From an optimization exercise on the open Yosys and OpenROAD flow, aimed at small area and few clock cycles; shortcuts taken in it are not production practice. In this exercise RTL edits were held to simulation tests only and were not proved equivalent to the original. Power and IR drop assume default switching activity.

$ cat design/flow/design.v
`timescale 1ns / 1ps
module ddr_arb(
    clk     ,
    rst_n   ,
    wr_en   ,
    wr_req  ,
    wr_done ,
    rd_en   ,
    rd_req  ,
    rd_done  
);
parameter   IDLE    =   4'b0001,
            ARB     =   4'b0010,
            WR      =   4'b0100,
            RD      =   4'b1000,
            STATE_W =   4; 
input                   clk             ;
input                   rst_n           ;
output                  wr_en           ;
input                   wr_req          ;
input                   wr_done         ;
output                  rd_en           ;
input                   rd_req          ;
input                   rd_done         ;
reg                     wr_en           ;
reg                     rd_en           ;
reg     [STATE_W-1:0]   state_c         ;
reg     [STATE_W-1:0]   state_n         ;
wire                    idl2arb_start   ;
wire                    arb2wr_start    ;
wire                    arb2rd_start    ;
wire                    wr2arb_start    ;
wire                    rd2arb_start    ;
reg                     wr_flag         ;
reg                     rd_flag         ;
always@(posedge clk or negedge rst_n)begin  
    if(!rst_n)begin   
        state_c <= IDLE;
    end 
    else begin
        state_c <= state_n; 
    end
end
always@(*)begin 
case(state_c)   
    IDLE: begin  
        if(idl2arb_start)begin 
            state_n = ARB;
        end
        else begin
            state_n = state_c; 
        end
    end
    ARB:begin
        if(arb2wr_start)begin
            state_n = WR;
        end
        else if(arb2rd_start)begin
            state_n = RD;
        end
        else begin
            state_n = state_c;
        end
    end
    WR:begin
        if(wr2arb_start)begin 
            state_n = ARB;
        end
        else begin
            state_n = state_c;
        end
    end
    RD:begin
        if(rd2arb_start)begin 
            state_n = ARB;
        end
        else begin
            state_n = state_c;
        end
    end
    default:begin
        state_n = IDLE;
    end 
    endcase
end
assign idl2arb_start= state_c == IDLE && 1      ;
assign arb2wr_start = state_c == ARB  && wr_req ;
assign arb2rd_start = state_c == ARB  && rd_req ;
assign wr2arb_start = state_c == WR   && wr_done;
assign rd2arb_start = state_c == RD   && rd_done;
always @(posedge clk or negedge rst_n)begin
    if(!rst_n)
        wr_flag <= 0;
    else if(state_c == ARB & wr_req)
        wr_flag <= 1;
    else if(state_c == WR)
        wr_flag <= 0;
end
always @(posedge clk or negedge rst_n)begin
    if(!rst_n)
        wr_en <= 0;
    else if(state_c == WR & wr_flag)
        wr_en <= 1;
    else
        wr_en <= 0;
end
always @(posedge clk or negedge rst_n)begin
    if(!rst_n)
        rd_flag <= 0;
    else if(state_c == ARB & rd_req)
        rd_flag <= 1;
    else if(state_c == RD)
        rd_flag <= 0;
end
always @(posedge clk or negedge rst_n)begin
    if(!rst_n)
        rd_en <= 0;
    else if(state_c == RD & rd_flag)
        rd_en <= 1;
    else
        rd_en <= 0;
end
endmodule
`timescale 1ns / 1ps
module ddr_wrapp(
    clk         ,
    rst_n       ,
    en          ,
    bl          ,
    addr        ,
    dat_i       ,
    dat_req     ,
    done        ,
    busy        ,
    app_cmd     ,
    app_addr    ,
    app_en      ,
    app_wdf_data,
    app_wdf_end ,
    app_wdf_wren,
    app_rdy     ,
    app_wdf_rdy  
);
parameter   ADDR_W  =   28  ;
parameter   DATA_W  =   128 ;
parameter   BURST_L =   8   ;
parameter   BL_W    =   8   ;
parameter   STATE_W     =   2      ,
            IDLE        =   2'b01  ,
            WRANDADDR   =   2'b10  ;
input                   clk             ;
input                   rst_n           ;
input                   en              ;
input   [BL_W-1:0]      bl              ;
input   [ADDR_W-1:0]    addr            ;
input   [DATA_W-1:0]    dat_i           ;
output                  dat_req         ;
output                  done            ;
output                  busy            ;
output  [2:0]           app_cmd         ;
output  [ADDR_W-1:0]    app_addr        ;
output                  app_en          ;
output  [DATA_W-1:0]    app_wdf_data    ;
output                  app_wdf_end     ;
output                  app_wdf_wren    ;
input                   app_rdy         ;
input                   app_wdf_rdy     ;
wire    [2:0]           app_cmd         = 3'b000;
wire    [ADDR_W-1:0]    app_addr        ;
wire                    app_en          ;
wire    [DATA_W-1:0]    app_wdf_data    ;
wire                    app_wdf_end     ;
wire                    app_wdf_wren    ;
wire                    dat_req         ;
reg                     done            ;
reg                     busy            ;
reg     [BL_W-2:0]      cnt_wr          ;
wire                    add_cnt_wr      ;
wire                    end_cnt_wr      ;
reg     [ADDR_W-1:0]    cnt_addr        ;
wire                    add_cnt_addr    ;
wire                    end_cnt_addr    ;
reg     [BL_W-2:0]      bl_reg          ;
reg     [STATE_W-1:0]   state_c             ;
reg     [STATE_W-1:0]   state_n             ;
wire                    idl2wrandaddr_start ;
wire                    wrandaddr2addr_start;
always@(posedge clk or negedge rst_n)begin  
    if(!rst_n)begin   
        state_c <= IDLE;
    end 
    else begin
        state_c <= state_n; 
    end
end
always@(*)begin 
case(state_c)   
    IDLE: begin  
        if(idl2wrandaddr_start)begin 
            state_n = WRANDADDR;
        end
        else begin
            state_n = state_c; 
        end
    end
    WRANDADDR:begin
        if(wrandaddr2addr_start)begin
            state_n = IDLE;
        end
        else begin
            state_n = state_c;
        end
    end
    default:begin
        state_n = IDLE;
    end 
    endcase
end
assign idl2wrandaddr_start  = state_c == IDLE && en;
assign wrandaddr2addr_start = state_c == WRANDADDR && end_cnt_wr;
always @(posedge clk)begin
    if(!rst_n)
        bl_reg <= 1;
    else if(state_c == IDLE & en & (bl >= 1))
        bl_reg <= bl;
end
always @(posedge clk or negedge rst_n)begin
    if(!rst_n)begin
        cnt_wr <= 0;
    end
    else if(add_cnt_wr)begin
        if(end_cnt_wr)
            cnt_wr <= 0;
        else
            cnt_wr <= cnt_wr + 1;
    end
end
assign add_cnt_wr = state_c == WRANDADDR & app_rdy & app_wdf_rdy;
assign end_cnt_wr = add_cnt_wr && cnt_wr == bl_reg - 1;
always @(posedge clk or negedge rst_n)begin
    if(!rst_n)begin
        cnt_addr <= 0;
    end
    else if(state_c == IDLE && en)begin
        cnt_addr <= addr;
    end
    else if(add_cnt_addr)begin
        if(end_cnt_addr)
            cnt_addr <= 0;
        else
            cnt_addr <= cnt_addr + BURST_L;
    end
end
assign add_cnt_addr = state_c == WRANDADDR & app_rdy & app_wdf_rdy;
assign end_cnt_addr = end_cnt_wr;
assign app_wdf_wren =   add_cnt_wr;
assign app_wdf_end  =   add_cnt_wr;
assign app_en       =   add_cnt_wr;
assign dat_req      =   add_cnt_wr;
assign app_addr     =   cnt_addr  ;
assign app_wdf_data =   dat_i     ;
always @(posedge clk or negedge rst_n)begin
    if(!rst_n)
        done <= 0;
    else if(end_cnt_wr)
        done <= 1;
    else
        done <= 0;
end
always @(posedge clk or negedge rst_n)begin
    if(!rst_n)
        busy <= 0;
    else if(state_c == IDLE & en)
        busy <= 1;
    else if(done)
        busy <= 0;
end
endmodule
`timescale 1ns / 1ps
module ddr_rdapp(
    clk                 ,
    rst_n               ,
    en                  ,
    bl                  ,
    addr                ,
    dat_o               ,
    nd                  ,
    done                ,
    busy                ,
    app_cmd             ,
    app_addr            ,
    app_en              ,
    app_rd_data         ,
    app_rd_data_end     ,
    app_rdy             ,
    app_rd_data_valid    
);
parameter   ADDR_W  =   28  ;
parameter   DATA_W  =   128 ;
parameter   BURST_L =   8   ;
parameter   BL_W    =   8   ;
parameter   STATE_W     =   2      ,
            IDLE        =   2'b01  ,
            ADDRANDRD   =   2'b10  ;
input                   clk                 ;
input                   rst_n               ;
input                   en                  ;
input   [BL_W-1:0]      bl                  ;
input   [ADDR_W-1:0]    addr                ;
output  [DATA_W-1:0]    dat_o               ;
output                  nd                  ;
output                  done                ;
output                  busy                ;
output  [2:0]           app_cmd             ;
output  [ADDR_W-1:0]    app_addr            ;
output                  app_en              ;
input   [DATA_W-1:0]    app_rd_data         ;
input                   app_rd_data_end     ;
input                   app_rdy             ;
input                   app_rd_data_valid   ;
wire    [2:0]           app_cmd             = 3'b001;
wire    [ADDR_W-1:0]    app_addr            ;
wire                    app_en              ;
reg     [DATA_W-1:0]    dat_o               ;
reg                     nd                  ;
reg                     busy                ;
reg                     done                ;
reg     [STATE_W-1:0]   state_c             ;
reg     [STATE_W-1:0]   state_n             ;
wire                    idl2addrandrd_start ;
wire                    addrandrd2rd_start  ;
reg     [BL_W-2:0]      bl_reg              ;
reg     [BL_W-1:0]      cnt_raddr           ;
reg                     raddr_over          ;
wire                    add_cnt_raddr       ;
wire                    end_cnt_raddr       ;
reg     [ADDR_W-1:0]    cnt_addr            ;
wire                    add_cnt_addr        ;
wire                    end_cnt_addr        ;
reg     [BL_W-1:0]      cnt_rd              ;
wire                    add_cnt_rd          ;
wire                    end_cnt_rd          ;
always@(posedge clk or negedge rst_n)begin
    if(!rst_n)begin   
        state_c <= IDLE;
    end 
    else begin
        state_c <= state_n; 
    end
end
always@(*)begin 
case(state_c)   
    IDLE: begin  
        if(idl2addrandrd_start)begin 
            state_n = ADDRANDRD;
        end
        else begin
            state_n = state_c; 
        end
    end
    ADDRANDRD:begin
        if(addrandrd2rd_start)begin 
            state_n = IDLE;
        end
        else begin
            state_n = state_c;
        end
    end
    default:begin
        state_n = IDLE;
    end 
    endcase
end
assign idl2addrandrd_start   =   state_c == IDLE        && en         ;
assign addrandrd2rd_start    =   state_c == ADDRANDRD   && end_cnt_rd ;
always @(posedge clk or negedge rst_n)begin
    if(!rst_n)
        bl_reg <= 1;
    else if(state_c == IDLE & en & (bl >= 1))
        bl_reg <= bl;
end
always @(posedge clk or negedge rst_n)begin
    if(!rst_n)begin
        cnt_raddr <= 0;
    end
    else if(add_cnt_raddr)begin
        if(end_cnt_raddr)
            cnt_raddr <= 0;
        else
            cnt_raddr <= cnt_raddr + 1;
        end
end
assign add_cnt_raddr = (state_c == ADDRANDRD) & app_rdy & ~raddr_over;
always @(posedge clk or negedge rst_n)begin
    if(!rst_n)
        raddr_over <= 0;
    else if(end_cnt_raddr)
        raddr_over <= 1;
    else if(state_c == IDLE)
        raddr_over <= 0;
end
assign end_cnt_raddr = add_cnt_raddr && cnt_raddr == bl_reg - 1 ;
always @(posedge clk or negedge rst_n)begin
    if(!rst_n)begin
        cnt_addr <= 0;
    end
    else if(state_c == IDLE && en)begin
        cnt_addr <= addr;
    end
    else if(add_cnt_addr)begin
        if(end_cnt_addr)
            cnt_addr <= 0;
        else
            cnt_addr <= cnt_addr + BURST_L;
    end
end
assign add_cnt_addr = add_cnt_raddr;
assign end_cnt_addr = end_cnt_raddr;
always @(posedge clk or negedge rst_n)begin
    if(!rst_n)begin
        cnt_rd <= 0;
    end
    else if(add_cnt_rd)begin
        if(end_cnt_rd)
            cnt_rd <= 0;
        else
            cnt_rd <= cnt_rd + 1;
        end
end
assign add_cnt_rd = (state_c == ADDRANDRD) & app_rd_data_valid;
assign end_cnt_rd = add_cnt_rd && cnt_rd == bl_reg - 1 ;
assign app_addr     =   cnt_addr        ;
assign app_en       =   add_cnt_raddr   ;
always @(posedge clk or negedge rst_n)begin
    if(!rst_n)
        dat_o <= 0;
    else if((state_c == ADDRANDRD) & app_rd_data_valid)
        dat_o <= app_rd_data;
end
always @(posedge clk or negedge rst_n)begin
    if(!rst_n)
        nd <= 0;
    else if((state_c == ADDRANDRD) & app_rd_data_valid)
        nd <= 1;
    else
        nd <= 0;
end
always @(posedge clk or negedge rst_n)begin
    if(!rst_n)
        busy <= 0;
    else if(state_c == IDLE & en)
        busy <= 1;
    else if(done)
        busy <= 0;
end
always @(posedge clk)begin
    if(state_c == ADDRANDRD & end_cnt_rd)
        done <= 1;
    else
        done <= 0;
end
endmodule
`timescale 1ns / 1ps
module ddr_app_top(
    input               clk             ,
    input               rst_n           ,
    input               wr_req          ,
    input   [7:0]       wr_bl           ,
    input   [27:0]      wr_addr         ,
    input   [127:0]     wr_data         ,
    output              wr_dat_req      ,
    output              wr_done         ,
    output              wr_busy         ,
    input               rd_req          ,
    input   [7:0]       rd_bl           ,
    input   [27:0]      rd_addr         ,
    output  [127:0]     rd_data         ,
    output              rd_nd           ,
    output              rd_done         ,
    output              rd_busy         ,
    output  [2:0]       app_cmd         ,
    output  [27:0]      app_addr        ,
    output              app_en          ,
    output  [127:0]     app_wdf_data    ,
    output              app_wdf_end     ,
    output              app_wdf_wren    ,
    input               app_rdy         ,
    input               app_wdf_rdy     ,
    input   [127:0]     app_rd_data     ,
    input               app_rd_data_end ,
    input               app_rd_data_valid
);
wire            wr_en   ;
wire            rd_en   ;
wire    [2:0]   w_cmd   ;
wire    [27:0]  w_addr  ;
wire            w_en    ;
wire    [2:0]   r_cmd   ;
wire    [27:0]  r_addr  ;
wire            r_en    ;
ddr_arb u_arb(
    .clk        (clk        ),
    .rst_n      (rst_n      ),
    .wr_en      (wr_en      ),
    .wr_req     (wr_req     ),
    .wr_done    (wr_done    ),
    .rd_en      (rd_en      ),
    .rd_req     (rd_req     ),
    .rd_done    (rd_done    )
);
ddr_wrapp u_wrapp(
    .clk            (clk            ),
    .rst_n          (rst_n          ),
    .en             (wr_en          ),
    .bl             (wr_bl          ),
    .addr           (wr_addr        ),
    .dat_i          (wr_data        ),
    .dat_req        (wr_dat_req     ),
    .done           (wr_done        ),
    .busy           (wr_busy        ),
    .app_cmd        (w_cmd          ),
    .app_addr       (w_addr         ),
    .app_en         (w_en           ),
    .app_wdf_data   (app_wdf_data   ),
    .app_wdf_end    (app_wdf_end    ),
    .app_wdf_wren   (app_wdf_wren   ),
    .app_rdy        (app_rdy        ),
    .app_wdf_rdy    (app_wdf_rdy    )
);
ddr_rdapp u_rdapp(
    .clk                (clk                ),
    .rst_n              (rst_n              ),
    .en                 (rd_en              ),
    .bl                 (rd_bl              ),
    .addr               (rd_addr            ),
    .dat_o              (rd_data            ),
    .nd                 (rd_nd              ),
    .done               (rd_done            ),
    .busy               (rd_busy            ),
    .app_cmd            (r_cmd              ),
    .app_addr           (r_addr             ),
    .app_en             (r_en               ),
    .app_rd_data        (app_rd_data        ),
    .app_rd_data_end    (app_rd_data_end    ),
    .app_rdy            (app_rdy            ),
    .app_rd_data_valid  (app_rd_data_valid  )
);
assign app_en   = w_en | r_en;
assign app_cmd  = w_en ? w_cmd  : r_cmd ;
assign app_addr = w_en ? w_addr : r_addr;
endmodule
$ cat design/flow/run.sh
#!/bin/bash
# synth_recipe.tcl (not shown) runs the flow's synth.tcl, then flattens the netlist and writes it again
# the make line also repeats each setting of config.mk as NAME=value (left out here)
make -C /OpenROAD-flow-scripts/flow DESIGN_CONFIG=/design/flow/config.mk WORK_HOME=/design/flow/orfs CLKGATE_MAP_FILE= SYNTH_SCRIPT=/design/flow/synth_recipe.tcl finish
$ cat design/flow/config.mk
export PLATFORM = sky130hd
export DESIGN_NAME = ddr_app_top
export DESIGN_NICKNAME = ddr_app_top
export VERILOG_FILES = /design/flow/design.v
export SDC_FILE = /design/flow/constraint.sdc
export NUM_CORES = 4
export LEC_CHECK = 0
export CAP_MARGIN = 20
export CORE_AREA = 5 5 235 235
export DIE_AREA = 0 0 240 240
export SLEW_MARGIN = 20
$ cat design/flow/constraint.sdc
create_clock -name core_clock -period 5.0 [get_ports {clk}]
set_input_delay 1.0000 -clock core_clock [delete_from_list [all_inputs] [get_ports {clk}]]
set_output_delay 1.0000 -clock core_clock [all_outputs]
set_load 0.01 [all_outputs]
==> summary.md <==
| Metric | Value |
|---|---|
| Worst Setup Start Kind | `primary input` |
| Vias per cell | `4.585` |
| # nets final | `1,994` |
| Die area | `57,600 um^2` |
| Vias in the first global route | `11,250` |
| Worst Hold Class | `in2async` |
| RR Endpoint | `u_wrapp.state_c[1]` |
| Synth Flop Type | `dfrtp_1` |
| 1st-iter DRT viols | `537` |
| Area Overhead vs Synth | `36.69%` |
| Core Region | `52,450 um^2` |
| DR pass1 iterations | `5` |
| Clock slew seen by the registers of the worst setup and hold paths | `0.06 ns` |
| RSZ-0062 raised after global routing | `false` |
| Initial Utilization | `23.53%` |
| Outcome | `complete, no violations` |
| First-pass GRT wire length | `65,020 um` |
| Worst path arrival time | `3.27 ns` |
| WP data required | `4.00 ns` |
| Crit end category | `output pin` |
| Die Width | `240 um` |
| Avg Inst Size Synth | `8.625 um^2` |
| Die height | `240 um` |
| Flops & latches, synth | `239` |
| Clk latency of the worst-skew pair | `0.58 ns` |
| WHS | `0.4006 ns` |
| Cells after synthesis | `1,431` |
| Synth async-reset ratio | `96.65%` |
| Critical Path Max Stage Delay | `0.60 ns` |
| Final worst-path cycle share | `85.34%` |
| Top-count cell post-synth | `nand2_1` |
| Post-CTS Setup Inserts | `0` |
| Post-route minimum period | `4.267 ns` |
| Post-synth EDFFs | `0` |
| Hold Vio Cnt, Final | `0` |
| CTS Hold Bufs | `0` |
| Clock sinks | `239` |
| Max_cap viols | `0` |
| Final count of pins violating max slew | `0` |
| Tot GR Track Use | `14.18%` |
| Setup TNS | `0 ns` |
| Worst-path fanout max | `53` |
| # diodes | `0` |
| Crit path cell chain | `clkdlybuf4s50_1, nand2_1, or2_2, clkinv_1, buf_12, nand2_1, nand2_1, clkdlybuf4s50_1` |
| Via count | `10,820` |
| H-tree depth | `1` |
| Setup ws final | `0.7328 ns` |
| Maximum VDD drop | `0.0003396 V` |
| Synth area leader | `dfrtp_1` |
| Share of the synthesized area in the top cell type | `46.03%` |
| Endpoints failing setup | `0` |
| Routed Antenna Nets | `0` |
| Port Buf Inserts | `372` |
| Synth area leaders | `dfrtp_1 46%, nand2_1 17%, buf_4 8.2%, xor2_1 2.5%, xnor2_1 1.7%` |
| Fmax | `0.2343 GHz` |
| Fin Clk Skew | `0.02537 ns` |
| Critical Path Start | `app_rdy` |
| Largest net degree at the start of global routing | `93` |
| Register with the most flip-flops | `u_rdapp.dat_o` |
| Critical path's most frequent cell | `nand2_1` |
| # IOs | `632` |
| Max clock buf depth | `3` |
| DP Wirelength | `31,680 um` |
| Share of layout cells above drive strength 1 | `6.160%` |
| DRC | `0` |
| Synth top cells by count | `556 x nand2_1, 227 x dfrtp_1, 134 x buf_4` |
| Post-Syn Area | `12,340 um^2` |
| Layout fillers | `5,450` |
| Max_slew headroom | `26.83%` |
| Cell Rows | `84` |
| Post-CTS Resized | `0` |
| Slowest cell on the critical path | `clkdlybuf4s50_1` |
| Dpl ws | `0.7145 ns` |
| Pwr dens | `510.6 nW/um^2` |
| Root buffer cell | `clkbuf_16` |
| Least-Margin Pin Slew | `1.088 ns` |
| P_leak | `7.489 nW` |
| Internal reg-to-reg setup slack | `2.21 ns` |
| Top Registers | `u_rdapp.dat_o (128), u_rdapp.cnt_addr (28), u_wrapp.cnt_addr (28)` |
| Wirelength per Cell | `18.20 um` |
| Sequential fraction of the synthesis area | `48.18%` |
| YS warnings | `3` |
| Antenna violations before repair | `0` |
| Worst reg-to-reg path cell count | `9` |
| GPL Wtd Cong | `0.8916` |
| Distinct cells, synth | `75` |
| CP endpoint | `app_addr[9]` |
| Num CTS Buffers | `30` |
| GRT overflow | `0` |
| Worst r2r src | `u_wrapp.bl_reg[0]` |
| CTS tree | `done` |
| WL final | `42,940 um` |
| Crit Path Class | `in2out` |
| Max reg flops | `128` |
critical path: cells and delay by family:
kind,cells,cell delay [ns]
buffers and inverters,4,1.54
and+or+nand+nor,4,0.71
per-stage QoR:
stage	utilization (%)	total power [mW]	instance area, um^2	std cells
after floorplan	-	4.556	12350	1432
after CTS	32.14	8.762	16850	2358
final	32.17	8.614	16870	2360
after global routing	32.17	9.167	16870	2360
after global placement	30.17	6.353	15820	2305
after detailed placement	30.17	6.402	15820	2305
power breakdown:
group,total [mW],switching [mW],internal (mW)
sequential,3.31,0.649,2.66
clock,2.26,0.878,1.38
combinational,3.05,1.39,1.65
metal layers:
| layer | vias up | GRT usage (%) | share of wire, % |
|---|---|---|---|
| met5 | - | 0 | 0 |
| met4 | 0 | 6.912 | 5.5 |
| met3 | 101 | 6.871 | 13 |
| met2 | 540 | 22.71 | 45 |
| met1 | 5143 | 15.83 | 37 |
| li1 | 5036 | - | - |
cell usage in the layout (no fill, tap or decap), types with 13 or more instances in the layout:
master,n
clkdlybuf4s50_1,371
a221o_1,13
nand3_1,29
xor2_1,35
o21ai_0,34
nand4_1,24
o31ai_1,23
nand2_1,556
inv_1,14
clkbuf_16,30
xnor2_1,24
a21oi_1,16
dfrtp_1,227
and3_1,20
nor2_1,41
buf_4,14
how the worst min path moves through the flow:
stage	end	from	slack [ns]	depth (start not counted)
4_1_cts	u_wrapp.cnt_addr[20]	rst_n	0.41	1
3_3_place_gp	u_rdapp.dat_o[46]	u_rdapp.dat_o[46]	0.46	2
6_report	u_wrapp.cnt_addr[0]	rst_n	0.40	1
5_1_grt	u_wrapp.cnt_addr[0]	rst_n	0.43	1
2_1_floorplan	u_wrapp.bl_reg[6]	u_wrapp.bl_reg[6]	0.46	2
3_5_place_dp	u_rdapp.dat_o[28]	u_rdapp.dat_o[28]	0.46	2
layout make-up:
class / instances / area [um^2] / area share, %
sequential: 239 / 5946 / 35.24
inverter: 16 / 62.56 / 0.3708
clock buffer: 43 / 889.6 / 5.273
tap: 688 / 860.8 / 5.103
multi-input combinational: 974 / 5077 / 30.10
timing repair buffer: 390 / 3890 / 23.06
clock inverter: 10 / 143.9 / 0.8529
cells by family (layout without fill, tap and decap cells):
| family | count (synthesis) | in the layout | share of synthesized area (%) |
|---|---|---|---|
| AOI/OAI and AO/OA | 145 | 145 | 8.516 |
| adders and majority gates | 7 | 7 | 0.7096 |
| DFF | 239 | 239 | 48.18 |
| other | 1 | 2 | 0.03038 |
| and+or+nand+nor | 747 | 747 | 26.27 |
| muxes | 14 | 14 | 1.247 |
| buffers and inverters | 219 | 459 | 10.87 |
| xor gates and xnor gates | 59 | 59 | 4.187 |
Testbench counts, summed over its fixed seeds: cycles 14,816.

==> what the ideal ports hide <==
The results above use ideal ports. As a check the final layout listed here was re-extracted and re-timed, cells and wires unchanged. Step 1 sets driving cells, clkbuf_16 on the clock port and buf_2 on the other inputs (assumed; they add their load-dependent delay and slew). Step 2, shift: input delay + t, output delay - t, t = (earliest + latest rising clock arrival at the registers) / 2. This alone moves slack from input paths to output paths. Slacks: ideal / step 1 / step 2; pairs: ideal / step 1.
shift t [ns]: 0.615
slack for setup (ns): 0.733 / 0.649 / 0.649
worst hold slack (ns): 0.401 / 0.407 / 0.473
After both steps setup and hold are still met in this run. For this run, drivers alone change the setup slack by -0.084 ns; drivers and shift together by -0.084 ns.
